Context: an optimization exercise on an open-source flow, tuned for small area, a short achievable clock period and few clock cycles per item. The choices shown serve that exercise and are no tape-out recipe.
Function not checked in this run: the RTL went through the layout flow alone.

--- flow/config.mk ---
export PLATFORM = sky130hd
export DESIGN_NAME = snitch_shared_muldiv
export DESIGN_NICKNAME = snitch_shared_muldiv
export VERILOG_FILES = /design/flow/design.v
export SDC_FILE = /design/flow/constraint.sdc
export NUM_CORES = 4
export LEC_CHECK = 0
export ABC_AREA = 1
export CAP_MARGIN = 20
export CORE_MARGIN = 2
export CORE_UTILIZATION = 40
export SETUP_SLACK_MARGIN = 5
export SLEW_MARGIN = 20
--- flow/constraint.sdc ---
create_clock -name core_clock -period 11.0 [get_ports {clk_i}]
set_input_delay 2.2000 -clock core_clock [delete_from_list [all_inputs] [get_ports {clk_i}]]
set_output_delay 2.2000 -clock core_clock [all_outputs]
set_load 0.01 [all_outputs]
--- flow/design.v ---
module lzc #(
  parameter int unsigned WIDTH = 2,
  parameter bit          MODE  = 1'b0,   
  parameter int unsigned CNT_WIDTH = (WIDTH > 1) ? $clog2(WIDTH) : 1
) (
  input  logic [WIDTH-1:0]     in_i,
  output logic [CNT_WIDTH-1:0] cnt_o,
  output logic                 empty_o
);
  always_comb begin
    cnt_o = '0;
    if (MODE) begin
      for (int i = 0; i < WIDTH; i++) begin
        if (in_i[i]) cnt_o = CNT_WIDTH'(WIDTH - 1 - i);
      end
    end else begin
      for (int i = WIDTH - 1; i >= 0; i--) begin
        if (in_i[i]) cnt_o = CNT_WIDTH'(i);
      end
    end
  end
  assign empty_o = ~(|in_i);
endmodule
module stream_arbiter #(
  parameter int unsigned DW    = 32,
  parameter int unsigned N_INP = 2
) (
  input  logic                   clk_i,
  input  logic                   rst_ni,
  input  logic [N_INP*DW-1:0]    inp_data_i,
  input  logic [N_INP-1:0]       inp_valid_i,
  output logic [N_INP-1:0]       inp_ready_o,
  output logic [DW-1:0]          oup_data_o,
  output logic                   oup_valid_o,
  input  logic                   oup_ready_i
);
  logic lock_q, lock_d;    
  logic sel_q;             
  logic sel;
  assign sel = lock_q ? sel_q : inp_valid_i[1];
  assign oup_valid_o = inp_valid_i[sel];
  assign oup_data_o  = sel ? inp_data_i[2*DW-1:DW] : inp_data_i[DW-1:0];
  assign inp_ready_o[0] = oup_ready_i & ~sel;
  assign inp_ready_o[1] = oup_ready_i & sel;
  assign lock_d = oup_valid_o & ~oup_ready_i;
  always_ff @(posedge clk_i or negedge rst_ni) begin
    if (!rst_ni) begin
      lock_q <= 1'b0;
      sel_q  <= 1'b0;
    end else begin
      lock_q <= lock_d;
      sel_q  <= sel;
    end
  end
endmodule
module snitch_shared_muldiv #(
  parameter int unsigned IdWidth = 8,
  parameter int unsigned DataWidth = 32
) (
  input  logic                 clk_i,
  input  logic                 rst_ni,
  input  logic [31:0]          acc_qaddr_i,   
  input  logic [IdWidth-1:0]   acc_qid_i,
  input  logic [31:0]          acc_qdata_op_i,   
  input  logic [DataWidth-1:0] acc_qdata_arga_i,
  input  logic [DataWidth-1:0] acc_qdata_argb_i,
  input  logic [DataWidth-1:0] acc_qdata_argc_i,
  input  logic                 acc_qvalid_i,
  output logic                 acc_qready_o,
  output logic [DataWidth-1:0] acc_pdata_o,
  output logic [IdWidth-1:0]   acc_pid_o,
  output logic                 acc_perror_o,
  output logic                 acc_pvalid_o,
  input  logic                 acc_pready_i
);
  logic st_nega_q, st_norm_q, st_shift_q, st_dstep_q, st_mstep_q, st_fix_q, st_resp_q;
  logic idle;
  assign idle = ~(st_nega_q | st_norm_q | st_shift_q | st_dstep_q | st_mstep_q |
                  st_fix_q | st_resp_q);
  logic [2:0]  f3;
  logic [31:0] a_i, b_i;
  assign f3  = acc_qdata_op_i[14:12];
  assign a_i = acc_qdata_arga_i;
  assign b_i = acc_qdata_argb_i;
  logic in_div, in_sdiv, in_negA, in_negB, in_sa, in_sb;
  assign in_div  = f3[2];
  assign in_sdiv = f3[2] & ~f3[0];                         
  assign in_negA = in_sdiv & a_i[31];
  assign in_negB = in_sdiv & b_i[31];
  assign in_sa   = ~f3[1] | ~f3[0];                        
  assign in_sb   = ~f3[1];                                 
  logic div_q, rem_q, negA_q, negB_q, outh_q, bzero_q, xtra_q, mext_q;
  logic [IdWidth-1:0] id_q;
  logic [33:0] H_q;    
  logic [31:0] L_q;    
  logic [32:0] M_q;    
  logic [4:0]  cnt_q;  
  logic [4:0]  ksh_q;  
  logic        xsel_h, xsel_l, invx, one0, two0, inv0, cin0, one1, two1, inv1;
  logic        n_xh, n_xl, n_invx, n_one0, n_two0, n_inv0, n_cin0, n_one1, n_two1, n_inv1;
  logic [36:0] xop, y0, y1, csa_s, csa_c, sum;
  logic [36:0] msx;
  assign msx = {{4{M_q[32]}}, M_q};
  assign xop = (({37{xsel_h}} & {{3{H_q[33]}}, H_q}) | ({37{xsel_l}} & {5'b0, L_q})) ^ {37{invx}};
  assign y0  = (({37{one0}} & msx) | ({37{two0}} & {msx[35:0], 1'b0})) ^ {37{inv0}};
  assign y1  = (({37{one1}} & {msx[34:0], 2'b0}) | ({37{two1}} & {msx[33:0], 3'b0})) ^ {37{inv1}};
  assign csa_s = xop ^ y0 ^ y1;
  assign csa_c = {(xop[35:0] & y0[35:0]) | (xop[35:0] & y1[35:0]) | (y0[35:0] & y1[35:0]), inv1};
  assign sum = csa_s + csa_c + {36'b0, cin0};
  logic [31:0] sz_a, sz_b;
  logic        sz_div, sz_negB, xa, xb;
  assign sz_a    = idle ? a_i : H_q[31:0];
  assign sz_b    = idle ? b_i : L_q;
  assign sz_div  = idle ? in_div : 1'b1;
  assign sz_negB = idle ? in_negB : negB_q;
  assign xa = idle & ~in_div & in_sa & a_i[31];
  assign xb = sz_div ? sz_negB : (in_sb & b_i[31]);
  logic [4:0]  za, zb;
  logic        za_empty, zb_empty;
  lzc #(.WIDTH(32), .MODE(1'b1)) i_lzc_a (.in_i(sz_a ^ {32{xa}}), .cnt_o(za), .empty_o(za_empty));
  lzc #(.WIDTH(32), .MODE(1'b1)) i_lzc_b (.in_i(sz_b ^ {32{xb}}), .cnt_o(zb), .empty_o(zb_empty));
  logic [5:0] za6, zb6;
  assign za6 = za_empty ? 6'd32 : {1'b0, za};
  assign zb6 = zb_empty ? 6'd32 : {1'b0, zb};
  logic [5:0] sdiff;
  logic       bzero, qzero;
  assign sdiff = (zb_empty ? 6'd31 : {1'b0, zb}) - za6;
  assign bzero = zb_empty & ~sz_negB;
  assign qzero = bzero | sdiff[5];
  logic       swap;
  logic [5:0] zmin;
  logic [3:0] nstep;    
  assign swap  = za6 > zb6;
  assign zmin  = swap ? za6 : zb6;
  assign nstep = (zmin < 6'd3) ? 4'd8 : 4'((6'd36 - zmin) >> 2);
  logic [31:0] mplier;
  assign mplier = swap ? a_i : b_i;
  logic [31:0] fhi, flo, fout;
  logic [4:0]  fk;
  assign fk  = ksh_q;
  always_comb begin
    if (st_shift_q) begin             
      fhi = {1'b0, L_q[31:1]};
      flo = {L_q[0], 31'b0};
    end else if (outh_q) begin        
      fhi = {32{H_q[33]}};
      flo = H_q[31:0];
    end else begin                    
      fhi = H_q[31:0];
      flo = L_q;
    end
  end
  logic [47:0] f16;
  logic [39:0] f8;
  logic [35:0] f4;
  logic [33:0] f2;
  assign f16  = fk[4] ? {fhi, flo[31:16]}       : {fhi[15:0], flo};
  assign f8   = fk[3] ? f16[47:8]               : f16[39:0];
  assign f4   = fk[2] ? f8[39:4]                : f8[35:0];
  assign f2   = fk[1] ? f4[35:2]                : f4[33:0];
  assign fout = fk[0] ? f2[32:1]                : f2[31:0];
  logic last_cnt;
  assign last_cnt = (cnt_q == 5'd0);
  logic negq;
  assign negq = negA_q ^ negB_q;
  assign acc_qready_o = idle;
  assign acc_pvalid_o = st_resp_q;
  assign acc_perror_o = 1'b0;
  assign acc_pid_o    = id_q;
  assign acc_pdata_o  = fout;
  logic qbit;
  assign qbit = ~sum[36];
  logic n_nega, n_norm, n_shift, n_dstep, n_mstep, n_fix, n_resp;
  logic d_rem, d_negA;
  assign d_rem  = idle ? f3[1] : rem_q;
  assign d_negA = ~idle & negA_q;
  always_comb begin
    n_nega = 1'b0; n_norm = 1'b0; n_shift = 1'b0; n_dstep = 1'b0;
    n_mstep = 1'b0; n_fix = 1'b0; n_resp = 1'b0;
    if ((idle & acc_qvalid_i & in_div & ~in_negA) | st_norm_q) begin
      if (bzero) begin
        if (d_rem ? d_negA : 1'b1) n_fix = 1'b1;
        else n_resp = 1'b1;
      end else if (sdiff[5]) begin
        if (d_rem & d_negA) n_fix = 1'b1;
        else n_resp = 1'b1;
      end else n_shift = 1'b1;
    end
    if (idle & acc_qvalid_i) begin
      if (in_negA) n_nega = 1'b1;
      else if (!in_div) n_mstep = 1'b1;
    end
    if (st_nega_q) n_norm = 1'b1;
    if (st_shift_q) n_dstep = 1'b1;
    if (st_dstep_q) begin
      if (!last_cnt) n_dstep = 1'b1;
      else if (rem_q ? negA_q : negq) n_fix = 1'b1;
      else n_resp = 1'b1;
    end
    if (st_mstep_q) begin
      if (~xtra_q & (~last_cnt | mext_q)) n_mstep = 1'b1;
      else n_resp = 1'b1;
    end
    if (st_fix_q) n_resp = 1'b1;
    if (st_resp_q & ~acc_pready_i) n_resp = 1'b1;
  end
  logic [4:0] nb;   
  logic       fix_rem, fix_negA, fix_bzero;
  assign fix_rem   = idle ? f3[1] : rem_q;
  assign fix_negA  = idle ? in_negA : negA_q;
  assign fix_bzero = (idle | st_norm_q) & bzero;
  always_comb begin
    n_xh = 1'b0; n_xl = 1'b0; n_invx = 1'b0;
    n_one0 = 1'b0; n_two0 = 1'b0; n_inv0 = 1'b0; n_cin0 = 1'b0;
    n_one1 = 1'b0; n_two1 = 1'b0; n_inv1 = 1'b0;
    if (idle) nb = {mplier[3:0], 1'b0};
    else if (last_cnt) nb = {4'b0000, L_q[3]};    
    else nb = L_q[7:3];
    if (n_mstep) begin
      n_xh   = 1'b1;
      n_inv0 = nb[2]; n_cin0 = nb[2];
      n_one0 = nb[1] ^ nb[0];
      n_two0 = (nb[2] & ~nb[1] & ~nb[0]) | (~nb[2] & nb[1] & nb[0]);
      n_inv1 = nb[4];
      n_one1 = nb[3] ^ nb[2];
      n_two1 = (nb[4] & ~nb[3] & ~nb[2]) | (~nb[4] & nb[3] & nb[2]);
    end
    if (n_dstep) begin
      n_xh = 1'b1; n_one0 = 1'b1; n_inv0 = ~negB_q; n_cin0 = ~negB_q;
    end
    if (n_nega) begin
      n_xh = 1'b1; n_invx = 1'b1; n_cin0 = 1'b1;
    end
    if (n_fix) begin
      if (fix_rem) begin
        n_xh = 1'b1; n_invx = fix_negA; n_cin0 = fix_negA;
      end else if (fix_bzero) begin
        n_inv0 = 1'b1;   
      end else begin
        n_xl = 1'b1; n_invx = 1'b1; n_cin0 = 1'b1;
      end
    end
  end
  always_ff @(posedge clk_i) begin
    xsel_h <= n_xh; xsel_l <= n_xl; invx <= n_invx;
    one0 <= n_one0; two0 <= n_two0; inv0 <= n_inv0; cin0 <= n_cin0;
    one1 <= n_one1; two1 <= n_two1; inv1 <= n_inv1;
  end
  always_ff @(posedge clk_i or negedge rst_ni) begin
    if (!rst_ni) begin
      st_nega_q <= 1'b0; st_norm_q <= 1'b0; st_shift_q <= 1'b0; st_dstep_q <= 1'b0;
      st_mstep_q <= 1'b0; st_fix_q <= 1'b0; st_resp_q <= 1'b0;
    end else begin
      st_nega_q <= n_nega; st_norm_q <= n_norm; st_shift_q <= n_shift; st_dstep_q <= n_dstep;
      st_mstep_q <= n_mstep; st_fix_q <= n_fix; st_resp_q <= n_resp;
    end
  end
  always_ff @(posedge clk_i) begin
    if (idle) begin
      id_q    <= acc_qid_i;
      div_q   <= in_div;
      rem_q   <= f3[1];
      negA_q  <= in_negA;
      negB_q  <= in_negB;
      outh_q  <= in_div ? f3[1] : (f3[1] | f3[0]);   
      if (in_div) begin
        H_q     <= {{2{in_negA}}, a_i};
        L_q     <= (qzero & ~in_negA) ? 32'b0 : b_i;
        cnt_q   <= sdiff[4:0];
        ksh_q   <= qzero ? 5'd0 : ~sdiff[4:0];
        bzero_q <= bzero;
      end else begin
        H_q     <= '0;
        L_q     <= mplier;
        M_q     <= swap ? {b_i[31] & in_sb, b_i} : {a_i[31] & in_sa, a_i};
        cnt_q   <= {1'b0, nstep - 4'd1};
        ksh_q   <= {3'(4'd8 - nstep), 2'b00};
        mext_q  <= (zmin == 6'd0);
        xtra_q  <= 1'b0;
      end
    end
    if (st_nega_q) H_q <= sum[33:0];
    if (st_norm_q) begin
      cnt_q   <= sdiff[4:0];
      ksh_q   <= qzero ? 5'd0 : ~sdiff[4:0];
      bzero_q <= bzero;
      if (qzero) L_q <= '0;
    end
    if (st_shift_q) begin
      M_q <= {negB_q, fout};
      L_q <= '0;
      ksh_q <= 5'd0;
    end
    if (st_dstep_q) begin
      if (qbit) H_q <= sum[33:0];
      L_q   <= {L_q[30:0], qbit};
      M_q   <= {M_q[32], M_q[32:1]};
      cnt_q <= cnt_q - 5'd1;
    end
    if (st_mstep_q) begin
      if (xtra_q) begin
        H_q <= sum[33:0];
      end else begin
        H_q     <= {sum[36], sum[36:4]};
        L_q     <= {sum[3:0], L_q[31:4]};
        cnt_q   <= cnt_q - 5'd1;
        if (last_cnt) xtra_q <= 1'b1;
      end
    end
    if (st_fix_q) begin
      if (rem_q) H_q <= sum[33:0];
      else L_q <= sum[31:0];
    end
  end
endmodule
--- flow/run.sh ---
#!/bin/bash
# synth_recipe.tcl (not shown) runs the flow's synth.tcl, then flattens the netlist and writes it again
# the make line also repeats each setting of config.mk as NAME=value (left out here)
make -C /OpenROAD-flow-scripts/flow DESIGN_CONFIG=/design/flow/config.mk WORK_HOME=/design/flow/orfs CLKGATE_MAP_FILE= SYNTH_SCRIPT=/design/flow/synth_recipe.tcl finish
==> metrics.yaml <==
finalNetCount: 3210
synth_seq_cells: 140
top_layer: "met5"
grt_pass1_vias: 20300
avgSynthCellArea_um2: 6.38
ys_async_sr_fraction_pct: 5.00
vias_per_cell: 6.21
clockBufferDepth: 2
synthFlopType: "dfxtp_1"
slowest_stage: "clkdlybuf4s50_1"
io_pins: 215
wl_met3_mm: 9.64
vias: 22100
coreArea_mm2: 0.0440
drtAntennaViolNets: 0
max-slew-margin-rel_pct: 14.7
setup_violations: 0
route.met2.wl_mm: 41.8
grt_max_degree: 72
die_w_um: 215
arrival_ns: 7.09
finalMaxSlewViolations: 0
route.detailed.drc: 0
clockRootBuffer: "clkbuf_16"
status: "finished clean"
post-route-period-util_pct: 61.1
end_kind: "flop"
synth-seq-area-share_pct: 18.4
ys_types: 58
critPathMaxStageDelay_ns: 0.55
dieArea_mm2: 0.0461
syn-num-nets: 3039
grt_antenna_before_repair: 3
netlist_area_mm2: 0.0177
cts_max_level: 4
cts.clk_slew.worst_paths_ns: 0.07
cts.sinks: 140
grt_overflow: 0
globalplace.congestion: 1.02
critical-path-top-delay-family: "simple AND/OR/NAND/NOR gates"
row_count: 77
grt_use_total_pct: 40.8
synth_edf_count: 43
cts_inserted_buffers: 17
wire_per_inst_um: 27.6
worstPathMaxFanout: 6
fin_hold_ws_ns: 0.491
io_buffers: 120
final-hold-violation-count: 0
dr.pass1.iters: 6
start_util_pct: 40.3
design_area_mm2: 0.0237
cpMostUsedCell: "nor2_1"
rsz0062_at_grt: "true"
syn_inst: 2780
placed_cell_area_mm2: 0.0193
skew_ns: 0.0198
nFillCells: 4337
fin_setup_tns_ns: 0
tightest_slew_ns: 1.28
cp_data_required_time_ns: 11.37
max_freq_ghz: 0.149
post-dp-hpwl_mm: 70.4
routed_wl_mm: 98.2
path_buf_inv: 6
grt_pass1_wl_mm: 138
startpoint_type: "input pin"
area_delta_synth_final_pct: 33.5
first_iter_violations: 3009
cts_tree: "done"
drt-met1-wl_mm: 37.0
worstSkewPairLatency_ns: 0.47
hold_path.class: "flop to flop"
fp.dieH_um: 215
yosysWarnings: 2
maxCapViolations: 0
drive_above_1_share_pct: 20.9
min_period_ns: 6.72
worst-setup-path-type: "input pin to flop"
[final cells by class]
cell class                 instances  area [um^2]  share of cell area [%]
sequential                       140         3280                    13.9
timing repair buffer             314         3250                    13.7
tap                              592          741                    3.13
clock buffer                      17          425                    1.80
multi-input combinational       2074        14300                    60.2
clock inverter                    15          129                   0.544
timing repair inverter             2         15.0                  0.0634
antenna                            2         5.00                  0.0211
inverter                         402         1570                    6.64
[kinds of logic after synthesis]
kind of cell,share of synthesized area [%]
mux,1.86
buf+inv,12.9
fa+ha+maj,7.74
xor+xnor,9.97
flops,18.4
other cells,0.0211
simple gates,18.0
compound gates,31.1
[synth_stat cells (3+ instances only)]
master    instances  share of area, %
o22ai_1         119               4.2
or2_2             8              0.28
nand2_4           3              0.19
xnor2_1          51               2.5
inv_2            11              0.23
o21ai_2           4              0.20
buf_4            12              0.51
edfxtp_1         43               7.3
buf_6             6              0.38
dfxtp_1          90                10
clkbuf_1        127               2.7
nand4_1           8              0.28
o21ai_0         398                11
o31ai_1          10              0.42
nor2_2            3              0.11
nor2_4            3              0.19
fa_1             38               4.3
a22oi_1          42               1.8
nor2_1          153               3.2
mux2i_1          33               1.9
o21ai_1          53               1.5
xor2_1          151               7.5
nand2_1         507                11
clkinv_1          6              0.13
a31oi_1          19              0.67
nand3_1          74               2.1
o211ai_1         51               2.2
nor3_1           10              0.28
dfrtp_1           7              0.99
o21bai_1          3              0.13
buf_2            19              0.54
a21oi_1         180               5.1
a211oi_1          4              0.17
o311ai_0          3              0.15
a221oi_1         11              0.54
ha_1             49               3.5
buf_1            12              0.25
inv_1           385               8.1
o221ai_1         44               2.2
nand2_2           5              0.18
[per-layer routing]
metal | track usage, % | up-vias
met1 | 50.5 | 10500
met3 | 7.66 | 366
met4 | 31.6 | 2
met2 | 62.7 | 1430
met5 | 0 | -
li1 | - | 9798
[final timing paths]
kind,startpoint,end,slack [ns],cells past startpoint
worst max-delay path,acc_qdata_argb_i[12],ksh_q[3],4.28,26
worst max register to register,st_norm_q,ksh_q[3],4.41,32
min in group asynchronous,rst_ni,st_nega_q,1.99,1
worst min register to register,cnt_q[4],cnt_q[4],0.49,2
max in group asynchronous,rst_ni,st_shift_q,8.75,1
worst min-delay path,cnt_q[4],cnt_q[4],0.49,2
[worst min-delay path: cells and delay by family (launching register included)]
family             cells  cell delay (ns)
and+or+nand+nor        1             0.06
AOI/OAI and AO/OA      1             0.07
DFF                    1             0.32
[cells in the final DEF, fill, tap and decap left out, drive strengths merged, types with 3 or more instances in the layout]
cell,synthesis,routed
a211oi,4,4
a21oi,181,182
a221oi,11,11
a22oi,42,42
a31oi,19,19
and2,3,3
buf,49,197
clkbuf,127,23
clkdlybuf4s15,0,7
clkdlybuf4s50,0,68
clkinv,6,11
clkinvlp,0,9
dfrtp,7,7
dfxtp,90,90
dlygate4sd2,0,16
dlymetal6s2s,0,20
edfxtp,43,43
fa,38,38
ha,49,49
inv,396,399
mux2i,33,33
nand2,515,524
nand3,76,76
nand4,8,8
nor2,159,161
nor3,10,10
o211ai,51,51
o21ai,455,455
o21bai,3,3
o221ai,44,44
o22ai,119,119
o311ai,3,3
o31ai,10,10
or2,10,10
xnor2,51,51
xor2,151,151
[flip-flops by register name, summed over array words and instances (netlist names), 5 cells and up]
signal and cells:
H_q 34, M_q 33, L_q 32, id_q 8
cnt_q 5, ksh_q 5
[stage by stage]
stage	utilization, %	std cells	worst slack [ns]
2_1_floorplan	-	2780	4.74
3_3_place_gp	43.9	3356	2.07
3_5_place_dp	43.9	3356	2.11
4_1_cts	50.3	3495	4.46
5_1_grt	53.8	3556	4.04
6_report	53.8	3558	4.28
[repair_timing]
action                     in CTS  in global routing
gates resized for setup       453                305
gates cloned                   14                  7
buffers inserted               93                 53
hold buffers                    0                  0
pin swaps                     122                105
setup endpoints to repair     155                154

-- afterwards: timing with drivers on the ports --
No port has a modelled driver above. Below, the same layout with a new extraction and two added sets of constraints.
Step 1, drivers: a clkbuf_16 drives clk_i and a buf_2 each remaining input, both assumed.
Step 2 moves the port delays by t, midway between the first and last clock arrival at a register: inputs arrive t later, outputs are due t later. That takes back most of the time a late clock gives input paths.
a / b / c = ideal ports / drivers / drivers and shift; a / b = the first two.
t (ns): 0.512
setup slack, ns: 4.276 / 4.293 / 3.781
clock arrival spread, ns: 0.020 / 0.020
worst slew at a driven data input, ns: 0.07
cell pins on the clock port's net: 1
After both steps this run still meets setup and hold. For this run, drivers alone change the setup slack by +0.017 ns; drivers and shift together by -0.495 ns.
